From an optimization exercise on the open Yosys and OpenROAD flow, aimed at small area; shortcuts taken in it are not production practice.
Only simulation tests tie the RTL to the original design; equivalence was not proved.
Power figures rest on the tool's default switching activity, not on a simulated workload. The flow treats the clock pin as an ideal source, which a real chip does not have.

build 13:
==> flow/design.v (excerpt) <==
module PROCESSOR(
    input clock,
    input reset,
    output [31:0] instr_addr,
    input [31:0] instr,
    output [31:0] alu_result,
    output zero
);
==> flow/config.mk <==
export PLATFORM = sky130hd
export DESIGN_NAME = PROCESSOR
export DESIGN_NICKNAME = PROCESSOR
export VERILOG_FILES = /design/flow/design.v
export SDC_FILE = /design/flow/constraint.sdc
export NUM_CORES = 4
export LEC_CHECK = 0
export CAP_MARGIN = 10
export CORE_MARGIN = 2
export CORE_UTILIZATION = 45
export PLACE_DENSITY = 0.55
export SETUP_SLACK_MARGIN = 0.1
export SLEW_MARGIN = 10
export SYNTH_HIERARCHICAL = 1
export SYNTH_MINIMUM_KEEP_SIZE = 0
==> flow/constraint.sdc <==
create_clock -name core_clock -period 22.0 [get_ports {clock}]
set_input_delay 4.4000 -clock core_clock [delete_from_list [all_inputs] [get_ports {clock}]]
set_output_delay 4.4000 -clock core_clock [all_outputs]
set_load 0.01 [all_outputs]
standard.sh (not shown) runs the stock make flow with config.mk's settings and CLKGATE_MAP_FILE= SYNTH_SCRIPT=/design/flow/synth_recipe.tcl, a recipe that flattens the netlist after the stock synthesis.
==> flow/flow/run.sh <==
#!/bin/bash
# Layout: the standard flow (standard synthesis unchanged), with these changes:
# the port buffers use buf_2 instead of the flow's default pick; clock-tree
# synthesis clusters more flip-flops per leaf buffer and adds no dummy loads.
set -euo pipefail
bash standard.sh finish \
  "BUFFER_PORTS_ARGS=-buffer_cell sky130_fd_sc_hd__buf_2" \
  "CTS_ARGS=-sink_clustering_enable -repair_clock_nets -sink_clustering_size 25 -sink_clustering_max_diameter 110 -dont_use_dummy_load" \
  > make_finish.log 2>&1
Changes in build 61 relative to build 13:
--- a/flow/flow/run.sh
+++ b/flow/flow/run.sh
@@ -8 +8 @@
-  "CTS_ARGS=-sink_clustering_enable -repair_clock_nets -sink_clustering_size 25 -sink_clustering_max_diameter 110 -dont_use_dummy_load" \
+  "CTS_ARGS=-sink_clustering_enable -repair_clock_nets -sink_clustering_size 30 -sink_clustering_max_diameter 100 -dont_use_dummy_load" \
## What came out
Clock network latency to the later pin of the worst-skew pair: build 13 and build 61 compared, higher one is build 13
Post-synthesis register bit count: build 61 vs build 13 identical
Comparing build 13 with build 61, the cell count came out essentially unchanged.
On timing-limited maximum frequency, build 13 and build 61 are neck and neck.
Setup changes, build 61 to build 16
--- a/flow/config.mk
+++ b/flow/config.mk
@@ -8 +8 @@
-export CAP_MARGIN = 10
+export CAP_MARGIN = 5
@@ -13 +13 @@
-export SLEW_MARGIN = 10
+export SLEW_MARGIN = 5
### Flow results
Every run in the comparison, build 61 and build 16, completed the flow with a clean layout.
Total routed wirelength of build 16 is on par with build 61.
Build 61 -> build 16: data arrival time of the worst path flat
Build 16 -> build 61: share of the core filled with cells in the final layout flat
NOTE total met3 wirelength after detailed routing build 61->build 16 increased slightly
Per the comparison of build 16 with build 61, via count barely changed, total power density per cell area was more or less identical.
| fraction of area in registers | build 61 vs build 16 | ≈ equal |

## exp/tundra
Another version of the RTL of PROCESSOR (not shown whole).
For scale: ~99 I/O pins, ~56000 µm² of cells after synthesis.
## PROCESSOR
module PROCESSOR(
    input clock,
    input reset,
    output [31:0] instr_addr,
    input [31:0] instr,
    output [31:0] alu_result,
    output zero
);
clock: 22.0 ns
lec_check: 0
cap_margin: 20
core_margin: 2
core_utilization: 50
place_density: 0.6
slew_margin: 20
synth_hierarchical: 1
synth_minimum_keep_size: 0
==> flow/flow/run.sh <==
#!/bin/bash
# Layout: the standard flow (standard synthesis unchanged), with two changes:
# the port buffers use buf_2 instead of the flow's default pick, and a
# power-recovery pass after global routing downsizes cells off the critical paths.
set -euo pipefail
bash standard.sh finish RECOVER_POWER=100 "BUFFER_PORTS_ARGS=-buffer_cell sky130_fd_sc_hd__buf_2" > make_finish.log 2>&1
exp/tundra: complete, dirty (max-capacitance violations, max-slew violations)
Input changes introduced in exp/zinc (baseline for comparison: exp/tundra):
Settings: changing PLACE_DENSITY from 0.6 to 0.55; changing CAP_MARGIN from 20 to 10; changing SLEW_MARGIN from 20 to 10; changing CORE_UTILIZATION from 50 to 45.
==> flow/flow/run.sh <==
#!/bin/bash
# Layout: the standard flow (standard synthesis unchanged), with these changes:
# the port buffers use buf_2 instead of the flow's default pick; clock-tree
# synthesis clusters more flip-flops per leaf buffer and adds no dummy loads;
# no other change.
set -euo pipefail
bash standard.sh finish \
  "BUFFER_PORTS_ARGS=-buffer_cell sky130_fd_sc_hd__buf_2" \
  "CTS_ARGS=-sink_clustering_enable -repair_clock_nets -sink_clustering_size 30 -sink_clustering_max_diameter 120 -dont_use_dummy_load" \
  > make_finish.log 2>&1
[summary]
Of exp/zinc and exp/tundra, just one finished clean: exp/zinc.
The flow for exp/tundra finished, though final verification flagged max-capacitance violations, max-slew violations.
exp/zinc does better than exp/tundra on via count.
exp/zinc against exp/tundra: die area shows an increase of 13000 µm²; part of the power in the clock network shows a reduction of 15 points.

[afterwards: timing with drivers on the ports]
The results above use ideal ports. As a check the final layouts listed here were re-extracted and re-timed, cells and wires unchanged. Step 1 assumes that a clkbuf_16 drives the clock port and a buf_2 every other input. Step 2 adds t to the input delays and takes it off the output delays; t is the mean of the earliest and latest rising clock arrival at the registers after step 1. Input paths then give back, and output paths get back, about the clock's delay inside the block. Three values: ideal, step 1, step 2; two values: the first two.
run | t, ns | setup WS [ns] | hold WS [ns] | worst data-port slew with drivers (ns)
build 13 | 0.712 | 0.667 / 0.646 / 0.646 | 0.449 / 0.449 / 0.449 | 0.04
build 61 | 0.734 | 0.617 / 0.596 / 0.596 | 0.451 / 0.451 / 0.451 | 0.04
build 16 | 0.734 | 0.630 / 0.608 / 0.608 | 0.451 / 0.451 / 0.451 | 0.04
exp/tundra | 0.776 | 0.361 / 0.230 / 0.230 | 0.451 / 0.451 / 0.451 | 0.16
exp/zinc | 0.722 | 0.479 / 0.343 / 0.343 | 0.451 / 0.451 / 0.451 | 0.18
The setup slack of exp/zinc, which loses most, moves by -0.136 ns with the drivers and by -0.136 ns with both steps.
